What follows belongs to an exercise in optimizing a design on an open flow for small area and a short achievable clock period; a production flow would make more cautious choices. No functional check of the RTL was part of any run shown here. Power and IR drop assume default switching activity.

==> flow/design.v, too long to show whole: its modules and the start of the top module <==
// module part2: 1051 lines
module part2 (
    clear,
    clock,
    digit,
    digit_valid,
    end_of_line,
    total,
    line_result
);
  // ...
==> flow/flow/run.sh <==
#!/bin/bash
# The standard layout, except that synthesis maps adders to plain gates
# (no full/half adder cells), so ABC can restructure the arithmetic.
set -euo pipefail
bash standard.sh ADDER_MAP_FILE= finish > standard_flow.log 2>&1
==> flow/standard.sh <==
#!/bin/bash
# synth_recipe.tcl (not shown) runs the flow's synth.tcl, then flattens the netlist and writes it again
# the make line also repeats each setting of config.mk as NAME=value (left out here)
make -C /OpenROAD-flow-scripts/flow DESIGN_CONFIG=/design/flow/config.mk WORK_HOME=/design/flow/orfs CLKGATE_MAP_FILE= SYNTH_SCRIPT=/design/flow/synth_recipe.tcl "${@:-finish}"
==> flow/config.mk <==
export PLATFORM = sky130hd
export DESIGN_NAME = part2
export DESIGN_NICKNAME = part2
export VERILOG_FILES = /design/flow/design.v
export SDC_FILE = /design/flow/constraint.sdc
export NUM_CORES = 4
export LEC_CHECK = 0
export ABC_AREA = 1
export CAP_MARGIN = 20
export CORE_MARGIN = 2
export CORE_UTILIZATION = 40
export SETUP_SLACK_MARGIN = 2.5
export SLEW_MARGIN = 20
==> flow/constraint.sdc <==
create_clock -name core_clock -period 6.5 [get_ports {clock}]
set_input_delay 1.3000 -clock core_clock [delete_from_list [all_inputs] [get_ports {clock}]]
set_output_delay 1.3000 -clock core_clock [all_outputs]
set_load 0.01 [all_outputs]
==> impl_metrics.json, run 1 <==
{
  "status": "finished clean",
  "grt_pass1_wl_um": 86400,
  "hp-start": "tot[44]",
  "arrival_ns": 2.60,
  "cts_hold_buf": 0,
  "met1_length_um": 27400,
  "synthAdderAreaFrac": 0.00266,
  "fin_tns_setup_ns": 0,
  "power_sequential_uw": 1320,
  "final_util": 0.456,
  "layout.cells.non_filler": 4096,
  "cts_max_level": 4,
  "buf_share": 0.0649,
  "wl_um": 52200,
  "synth_compound_area_frac": 0.170,
  "tap_cells": 607,
  "synth-async-reset-ratio": 0,
  "clkTransAtPathRegs_ns": 0.08,
  "grt_overflow": 0,
  "clock_area_frac": 0.0264,
  "synth_top_family_by_area": "simple AND/OR/NAND/NOR gates",
  "p_sw_uw": 1450,
  "cts_buffer_depth": 2,
  "antennaDiodeCount": 0,
  "dr_wl_met2_um": 22100,
  "dpl.hpwl_um": 40700,
  "holdWs_ns": 0.466,
  "powerComb_uw": 1310,
  "synth_edf_count": 0,
  "grt_util_met1": 0.310,
  "drv_slew": 0,
  "port_buffers": 111,
  "nMultiInputCombCells": 2511,
  "finClkSkew_ns": 0.0156
}
==> run 2: changes to the inputs <==
--- a/flow/design.v
+++ b/flow/design.v
@@ -10,18 +10,17 @@
     input clear;
     input clock;
     input [3:0] digit;
     input digit_valid;
     input end_of_line;
     output [63:0] total;
     output [47:0] line_result;
     reg [47:0] x;        
-    reg [39:0] la;       
-    reg [37:1] lb;
+    reg [39:0] lr;       
     reg [63:0] tot;
     integer k;
     wire [51:0] ext = {x, digit};    
     reg  [11:1] shr;     
     wire [11:0] sh = {shr, shr[1] | (x[3:0] < digit)};
     reg  [11:1] ysh;
     always @(*) begin
         ysh[11] = y[47:44] < y[43:40];
@@ -343,94 +342,94 @@
     wire s285 = c220 ^ r10[24] ^ r11[23];
     wire c286 = (c220 & r10[24]) | (c220 & r11[23]) | (r10[24] & r11[23]);
     wire s287 = r10[25] ^ r11[24];
     wire c288 = r10[25] & r11[24];
     wire s289 = r10[26] ^ r11[25];
     wire c290 = r10[26] & r11[25];
     wire [39:0] ya = {r11[28], r11[27], c290, c288, c286, c284, c282, c280, c278, c276, c274, c272, c270, c268, c266, c264, c262, c260, c258, c256, c254, c252, c250, c248, c246, c244, c242, c240, c238, c236, c234, c232, c230, c228, c226, c224, c222, s221, r1[0], r0[0]};
     wire [39:0] yb = {1'b0, 1'b0, r11[26], s289, s287, s285, s283, s281, s279, s277, s275, s273, s271, s269, s267, s265, s263, s261, s259, s257, s255, s253, s251, s249, s247, s245, s243, s241, s239, s237, s235, s233, s231, s229, s227, s225, s223, r0[2], r0[1], 1'b0};
-    wire ag291 = la[1] & lb[1];
-    wire ap292 = la[1] ^ lb[1];
-    wire ag293 = la[2] & lb[2];
-    wire ap294 = la[2] ^ lb[2];
-    wire ag295 = la[3] & lb[3];
-    wire ap296 = la[3] ^ lb[3];
-    wire ag297 = la[4] & lb[4];
-    wire ap298 = la[4] ^ lb[4];
-    wire ag299 = la[5] & lb[5];
-    wire ap300 = la[5] ^ lb[5];
-    wire ag301 = la[6] & lb[6];
-    wire ap302 = la[6] ^ lb[6];
-    wire ag303 = la[7] & lb[7];
-    wire ap304 = la[7] ^ lb[7];
-    wire ag305 = la[8] & lb[8];
-    wire ap306 = la[8] ^ lb[8];
-    wire ag307 = la[9] & lb[9];
-    wire ap308 = la[9] ^ lb[9];
-    wire ag309 = la[10] & lb[10];
-    wire ap310 = la[10] ^ lb[10];
-    wire ag311 = la[11] & lb[11];
-    wire ap312 = la[11] ^ lb[11];
-    wire ag313 = la[12] & lb[12];
-    wire ap314 = la[12] ^ lb[12];
-    wire ag315 = la[13] & lb[13];
-    wire ap316 = la[13] ^ lb[13];
-    wire ag317 = la[14] & lb[14];
-    wire ap318 = la[14] ^ lb[14];
-    wire ag319 = la[15] & lb[15];
-    wire ap320 = la[15] ^ lb[15];
-    wire ag321 = la[16] & lb[16];
-    wire ap322 = la[16] ^ lb[16];
-    wire ag323 = la[17] & lb[17];
-    wire ap324 = la[17] ^ lb[17];
-    wire ag325 = la[18] & lb[18];
-    wire ap326 = la[18] ^ lb[18];
-    wire ag327 = la[19] & lb[19];
-    wire ap328 = la[19] ^ lb[19];
-    wire ag329 = la[20] & lb[20];
-    wire ap330 = la[20] ^ lb[20];
-    wire ag331 = la[21] & lb[21];
-    wire ap332 = la[21] ^ lb[21];
-    wire ag333 = la[22] & lb[22];
-    wire ap334 = la[22] ^ lb[22];
-    wire ag335 = la[23] & lb[23];
-    wire ap336 = la[23] ^ lb[23];
-    wire ag337 = la[24] & lb[24];
-    wire ap338 = la[24] ^ lb[24];
-    wire ag339 = la[25] & lb[25];
-    wire ap340 = la[25] ^ lb[25];
-    wire ag341 = la[26] & lb[26];
-    wire ap342 = la[26] ^ lb[26];
-    wire ag343 = la[27] & lb[27];
-    wire ap344 = la[27] ^ lb[27];
-    wire ag345 = la[28] & lb[28];
-    wire ap346 = la[28] ^ lb[28];
-    wire ag347 = la[29] & lb[29];
-    wire ap348 = la[29] ^ lb[29];
-    wire ag349 = la[30] & lb[30];
-    wire ap350 = la[30] ^ lb[30];
-    wire ag351 = la[31] & lb[31];
-    wire ap352 = la[31] ^ lb[31];
-    wire ag353 = la[32] & lb[32];
-    wire ap354 = la[32] ^ lb[32];
-    wire ag355 = la[33] & lb[33];
-    wire ap356 = la[33] ^ lb[33];
-    wire ag357 = la[34] & lb[34];
-    wire ap358 = la[34] ^ lb[34];
-    wire ag359 = la[35] & lb[35];
-    wire ap360 = la[35] ^ lb[35];
-    wire ag361 = la[36] & lb[36];
-    wire ap362 = la[36] ^ lb[36];
-    wire ag363 = la[37] & lb[37];
-    wire ap364 = la[37] ^ lb[37];
-    wire ag365 = la[38] & 1'b0;
-    wire ap366 = la[38] ^ 1'b0;
-    wire ag367 = la[39] & 1'b0;
-    wire ap368 = la[39] ^ 1'b0;
+    wire ag291 = r1[0] & r0[1];
+    wire ap292 = r1[0] ^ r0[1];
+    wire ag293 = s221 & r0[2];
+    wire ap294 = s221 ^ r0[2];
+    wire ag295 = c222 & s223;
+    wire ap296 = c222 ^ s223;
+    wire ag297 = c224 & s225;
+    wire ap298 = c224 ^ s225;
+    wire ag299 = c226 & s227;
+    wire ap300 = c226 ^ s227;
+    wire ag301 = c228 & s229;
+    wire ap302 = c228 ^ s229;
+    wire ag303 = c230 & s231;
+    wire ap304 = c230 ^ s231;
+    wire ag305 = c232 & s233;
+    wire ap306 = c232 ^ s233;
+    wire ag307 = c234 & s235;
+    wire ap308 = c234 ^ s235;
+    wire ag309 = c236 & s237;
+    wire ap310 = c236 ^ s237;
+    wire ag311 = c238 & s239;
+    wire ap312 = c238 ^ s239;
+    wire ag313 = c240 & s241;
+    wire ap314 = c240 ^ s241;
+    wire ag315 = c242 & s243;
+    wire ap316 = c242 ^ s243;
+    wire ag317 = c244 & s245;
+    wire ap318 = c244 ^ s245;
+    wire ag319 = c246 & s247;
+    wire ap320 = c246 ^ s247;
+    wire ag321 = c248 & s249;
+    wire ap322 = c248 ^ s249;
+    wire ag323 = c250 & s251;
+    wire ap324 = c250 ^ s251;
+    wire ag325 = c252 & s253;
+    wire ap326 = c252 ^ s253;
+    wire ag327 = c254 & s255;
+    wire ap328 = c254 ^ s255;
+    wire ag329 = c256 & s257;
+    wire ap330 = c256 ^ s257;
+    wire ag331 = c258 & s259;
+    wire ap332 = c258 ^ s259;
+    wire ag333 = c260 & s261;
+    wire ap334 = c260 ^ s261;
+    wire ag335 = c262 & s263;
+    wire ap336 = c262 ^ s263;
+    wire ag337 = c264 & s265;
+    wire ap338 = c264 ^ s265;
+    wire ag339 = c266 & s267;
+    wire ap340 = c266 ^ s267;
+    wire ag341 = c268 & s269;
+    wire ap342 = c268 ^ s269;
+    wire ag343 = c270 & s271;
+    wire ap344 = c270 ^ s271;
+    wire ag345 = c272 & s273;
+    wire ap346 = c272 ^ s273;
+    wire ag347 = c274 & s275;
+    wire ap348 = c274 ^ s275;
+    wire ag349 = c276 & s277;
+    wire ap350 = c276 ^ s277;
+    wire ag351 = c278 & s279;
+    wire ap352 = c278 ^ s279;
+    wire ag353 = c280 & s281;
+    wire ap354 = c280 ^ s281;
+    wire ag355 = c282 & s283;
+    wire ap356 = c282 ^ s283;
+    wire ag357 = c284 & s285;
+    wire ap358 = c284 ^ s285;
+    wire ag359 = c286 & s287;
+    wire ap360 = c286 ^ s287;
+    wire ag361 = c288 & s289;
+    wire ap362 = c288 ^ s289;
+    wire ag363 = c290 & r11[26];
+    wire ap364 = c290 ^ r11[26];
+    wire ag365 = r11[27] & 1'b0;
+    wire ap366 = r11[27] ^ 1'b0;
+    wire ag367 = r11[28] & 1'b0;
+    wire ap368 = r11[28] ^ 1'b0;
     wire aG369 = ag293 | (ap294 & ag291);
     wire aP370 = ap294 & ap292;
     wire aG371 = ag297 | (ap298 & ag295);
     wire aP372 = ap298 & ap296;
     wire aG373 = ag301 | (ap302 & ag299);
     wire aP374 = ap302 & ap300;
     wire aG375 = ag305 | (ap306 & ag303);
     wire aP376 = ap306 & ap304;
@@ -651,17 +650,17 @@
     wire as591 = ap354 ^ aG543;
     wire as592 = ap356 ^ aG545;
     wire as593 = ap358 ^ aG547;
     wire as594 = ap360 ^ aG549;
     wire as595 = ap362 ^ aG551;
     wire as596 = ap364 ^ aG553;
     wire as597 = ap366 ^ aG555;
     wire as598 = ap368 ^ aG557;
-    wire [39:0] lr = {as598, as597, as596, as595, as594, as593, as592, as591, as590, as589, as588, as587, as586, as585, as584, as583, as582, as581, as580, as579, as578, as577, as576, as575, as574, as573, as572, as571, as570, as569, as568, as567, as566, as565, as564, as563, as562, as561, ap292, la[0]};
+    wire [39:0] yv = {as598, as597, as596, as595, as594, as593, as592, as591, as590, as589, as588, as587, as586, as585, as584, as583, as582, as581, as580, as579, as578, as577, as576, as575, as574, as573, as572, as571, as570, as569, as568, as567, as566, as565, as564, as563, as562, as561, ap292, r0[0]};
     wire tg599 = tot[0] & lr[0];
     wire tp600 = tot[0] ^ lr[0];
     wire tg601 = tot[1] & lr[1];
     wire tp602 = tot[1] ^ lr[1];
     wire tg603 = tot[2] & lr[2];
     wire tp604 = tot[2] ^ lr[2];
     wire tg605 = tot[3] & lr[3];
     wire tp606 = tot[3] ^ lr[3];
@@ -1028,23 +1027,21 @@
     wire tP967 = tP951 & tP961;
     wire tP968 = tP952 & tP961;
     wire tP969 = tP953 & tP961;
     wire [63:0] tsum = {(tot[63] ^ (tG877 & tP968)), (tot[62] ^ (tG877 & tP967)), (tot[61] ^ (tG877 & tP966)), (tot[60] ^ (tG877 & tP965)), (tot[59] ^ (tG877 & tP964)), (tot[58] ^ (tG877 & tP963)), (tot[57] ^ (tG877 & tP962)), (tot[56] ^ (tG877 & tP961)), (tot[55] ^ (tG877 & tP960)), (tot[54] ^ (tG877 & tP959)), (tot[53] ^ (tG877 & tP958)), (tot[52] ^ (tG877 & tP957)), (tot[51] ^ (tG877 & tP956)), (tot[50] ^ (tG877 & tP955)), (tot[49] ^ (tG877 & tP954)), (tot[48] ^ (tG877 & tP945)), (tot[47] ^ (tG877 & tP944)), (tot[46] ^ (tG877 & tP943)), (tot[45] ^ (tG877 & tP942)), (tot[44] ^ (tG877 & tP931)), (tot[43] ^ (tG877 & tP930)), (tot[42] ^ (tG877 & tP918)), (tot[41] ^ (tG877 & tot[40])), (tot[40] ^ tG877), ts917, ts916, ts915, ts914, ts913, ts912, ts911, ts910, ts909, ts908, ts907, ts906, ts905, ts904, ts903, ts902, ts901, ts900, ts899, ts898, ts897, ts896, ts895, ts894, ts893, ts892, ts891, ts890, ts889, ts888, ts887, ts886, ts885, ts884, ts883, ts882, ts881, ts880, ts879, tp600};
     always @(posedge clock) begin
         if (clear | end_of_line) begin
             x  <= 48'd0;
             shr <= 11'd0;
-            la <= 40'd0;
-            lb <= 0;
+            lr <= 40'd0;
         end else if (digit_valid) begin
             x  <= y;
             shr <= ysh;
-            la <= ya;
-            lb <= yb[37:1];
+            lr <= yv;
         end
         if (clear)
             tot <= 64'd0;
         else if (end_of_line)
             tot <= tsum;
     end
     assign total = tot;
     assign line_result = {8'd0, lr};
==> run 2 against run 1 <==
Compared with the run above: still clean; area after synthesis decreased by 1.0%; die area fell by 1.0%; core utilization is 5.2 points higher; worst setup slack improved by 0.11 ns; worst hold slack better by 0.018 ns; critical path depth grew 6; synthesized cell count grew 4.0%; sequential power shrank 14%; routed wire length grew 14%; sequential share of layout area down 4.8 points; combinational power grew 140%; global-route usage increased by 2.2 points; critical path type is now input pin to flop; largest cell class unchanged.
==> impl_metrics.json, run 2 <==
{
  "yosys_most_used_dff": "dfxtp_1",
  "hp-start": "tot[41]",
  "num_vias": 22100,
  "crit_path_end_kind": "flop",
  "p_per_area_mw_per_mm2": 224,
  "grt_overflow": 0,
  "netSwitchingFraction": 0.481,
  "tightestPinTransition_ns": 1.02,
  "dpl.hpwl_um": 44100,
  "yosys_warnings": 1,
  "area_growth_pct": 26.2,
  "start_util": 0.403,
  "pin_count": 120,
  "fin_crit_ns": 3.79,
  "drv_cap": 0,
  "coreArea_sq_mm": 0.0463,
  "timing.final.ws_setup_ns": 2.71,
  "period_share": 0.584,
  "cts.root.buffer_cell": "clkbuf_16",
  "synth_area_per_cell_sq_um": 5.22,
  "r2r_start": "shr[8]",
  "finClkSkew_ns": 0.0130,
  "grt_max_degree": 89,
  "drt-vias-per-instance": 5.04,
  "synth-async-reset-ratio": 0,
  "yosysTopAreaCell": "nand2_1",
  "relSlewSlack": 0.314,
  "setup_viol": 0,
  "fin_tns_setup_ns": 0,
  "grt_pass1_vias": 18300,
  "worst-setup-path-type": "input pin to flop",
  "grt_pass1_wl_um": 91600,
  "antenna_found_initial": 0,
  "post-place-ws_ns": 1.64,
  "row_count": 79,
  "grt_busiest_layer": "met2",
  "p_sw_uw": 2530,
  "die_area_sq_mm": 0.0483,
  "yosysSeqAreaShare": 0.174,
  "dieWidth_um": 220,
  "cts_max_level": 4,
  "drv_slew": 0,
  "syn-instance-count": 3572,
  "peakVddDrop_v": 0.000240,
  "reg_top3": "tot x64, x x47, lr x40",
  "critPathMaxFanout": 7,
  "grt_util_met1": 0.323,
  "internal_power_uw": 2740,
  "hold_class": "flop to flop",
  "status": "finished clean",
  "cts.sinks": 162,
  "nFillCells": 4892,
  "die_y_um": 220,
  "largest_register": "tot",
  "yosysTopAreaCellShare": 0.278,
  "mostFrequentLayoutCells": "1239 x nand2_1, 479 x inv_1, 296 x nand3_1",
  "clkTransAtPathRegs_ns": 0.07,
  "cts_buffers": 17,
  "drtIter0Drc": 1720,
  "postRouteAntennaNets": 0,
  "final_common_cell": "nand2_1",
  "synth.most_common_cell": "nand2_1",
  "final_nets": 3786,
  "clkLatencyLatePin_ns": 0.50,
  "grt_usage": 0.236,
  "hold_viol": 0,
  "rsz0062_at_grt": "true",
  "comb_power_share": 0.584,
  "ys_ff_latch": 162,
  "maxClockFrequency_mhz": 264,
  "cp-startpoint": "digit[3]",
  "drive_above_1_share": 0.173,
  "drc": 0,
  "largest_reg_flops": 64,
  "power_frac_seq": 0.214,
  "cts_tree": "built",
  "first_pass_iters": 8,
  "port_buffers": 111,
  "cts_hold_buf": 0,
  "synth_edf_count": 0,
  "yosys-top-cells-count": "1381 x nand2_1, 493 x inv_1, 351 x nand3_1, 299 x nor2_1, 181 x a21oi_1",
  "power_leakage_uw": 0.0128,
  "syn_area_sq_mm": 0.0186,
  "antennaDiodeCount": 0,
  "p_clk_frac": 0.202,
  "yosysUniqueCellTypes": 60,
  "gp_congestion": 0.929,
  "grt.met2_usage": 0.373,
  "critPathLaunchType": "input pin",
  "crit_required_ns": 6.89,
  "wl_per_cell_um": 13.5,
  "arrival_ns": 4.18,
  "synthTopCellsByArea": "nand2_1 28%, dfxtp_1 17%, inv_1 9.9%",
  "met3_usage": 0.0392,
  "cts_buffer_depth": 2,
  "wl_um": 59400
}
[run 2: cell count changes after synthesis, moves of 16 or more]
cell and delta:
a21oi_1 -40, buf_4 -25, clkbuf_1 -16, dfxtp_1 -36, inv_1 -92, inv_2 +25, nand2_1 +295, nand2_2 +19
nand3_1 +139, nor2_1 -49, o21ai_0 -20, o21ai_2 +17, or2_2 -24, xor2_1 -37
[run 2: final timing paths]
kind | slack [ns] | cells past startpoint | end
worst min register to register | 0.48 | 2 | tot[41]
worst max register to register | 2.72 | 32 | lr[37]
worst min-delay path | 0.48 | 2 | tot[41]
worst max-delay path | 2.71 | 23 | lr[25]
[run 2: layer usage]
| metal | up-vias | routed length (um) |
|---|---|---|
| met2 | 517 | 25800 |
| li1 | 11700 | - |
| met4 | 0 | 1900 |
| met5 | - | 0 |
| met3 | 102 | 2910 |
| met1 | 9828 | 28800 |
[run 2: repair_timing]
| item | in CTS | in global routing |
|---|---|---|
| resized for setup | 48 | 405 |
| pin swaps | 5 | 111 |
| setup buffers | 9 | 136 |
| gates cloned | 1 | 3 |
| setup endpoints to repair | 54 | 56 |
[run 2: power groups by stage]
| stage | Sequential (uW) | Clock [uW] | Combinational (uW) |
|---|---|---|---|
| 5_1_grt | 1140 | 1130 | 3500 |
| 3_5_place_dp | 1160 | 0 | 2640 |
| 6_report | 1130 | 1070 | 3080 |
| 3_3_place_gp | 1150 | 0 | 2620 |
| 2_1_floorplan | 1150 | 0 | 2070 |
| 4_1_cts | 1130 | 1100 | 2670 |
[run 2: cells by family after synthesis]
logic type | count (synthesis) | share of synthesized area
AND/OR/NAND/NOR | 2202 | 0.495
other | 1 | 0.000201
AO/OA/AOI/OAI | 502 | 0.157
XOR/XNOR | 78 | 0.0383
adder cells (fa/ha/maj) | 4 | 0.00215
buffers and inverters | 623 | 0.133
flip-flops | 162 | 0.174
[run 2: per-stage QoR]
step	total power (uW)	area, sq um	cells	hold slack (ns)	util
detailed placement	3790	20100	4217	0.471	0.435
global route	5780	23500	4398	0.522	0.508
CTS	4910	21000	4259	0.482	0.453
floorplan	3220	18700	3579	0.489	-
finish	5270	23500	4398	0.484	0.508
global placement	3770	20100	4217	0.467	0.435
[run 2: cell type report]
type	count	area, sq um	area share
repair buffers	266	2340	0.0995
flip-flops and latches	162	3300	0.140
clock buffers	19	443	0.0188
well taps	607	759	0.0323
clock inverters	13	149	0.00633
multi-input cells	2798	14500	0.617
inverters	533	2030	0.0862
[run 2: critical path, stage by stage]
cell and delay [ns]:
clkdlybuf4s50_1 0.51, o21ai_1 0.10, o21ai_2 0.24, nand2_1 0.10, o21ai_2 0.09, nand2_2 0.10
xor2_2 0.16, nand2_2 0.08, o21ai_2 0.06, nand3_1 0.09, nand2_1 0.08, nand3_2 0.08
nand2_2 0.08, nand3_2 0.09, nand3_4 0.12, nand3_4 0.09, nand3_4 0.16, nand2_4 0.12
nand2_4 0.08, buf_4 0.14, xor2_1 0.13, o21ai_1 0.12, inv_1 0.04

what the ideal ports hide:
Ports are ideal in the flow. The routed layouts listed here were re-timed in OpenROAD.
Step 1: set_driving_cell puts a clkbuf_16 on clock and a buf_2 on each other input, an assumption about the parent block.
Step 2 moves the port delays by t, midway between the first and last clock arrival at a register: inputs arrive t later, outputs are due t later. That takes back most of the time a late clock gives input paths.
Three values: ideal ports, drivers, drivers and shift; two values: the first two.
| run | t (ns) | setup slack, ns | worst hold slack (ns) |
|---|---|---|---|
| run 1 | 0.551 | 2.597 / 2.540 / 2.454 | 0.466 / 0.466 / 0.466 |
| run 2 | 0.550 | 2.707 / 2.723 / 2.190 | 0.484 / 0.484 / 0.484 |
After both steps every run listed still meets setup and hold. The setup slack of run 2, which loses most, moves by +0.016 ns with the drivers and by -0.517 ns with both steps.
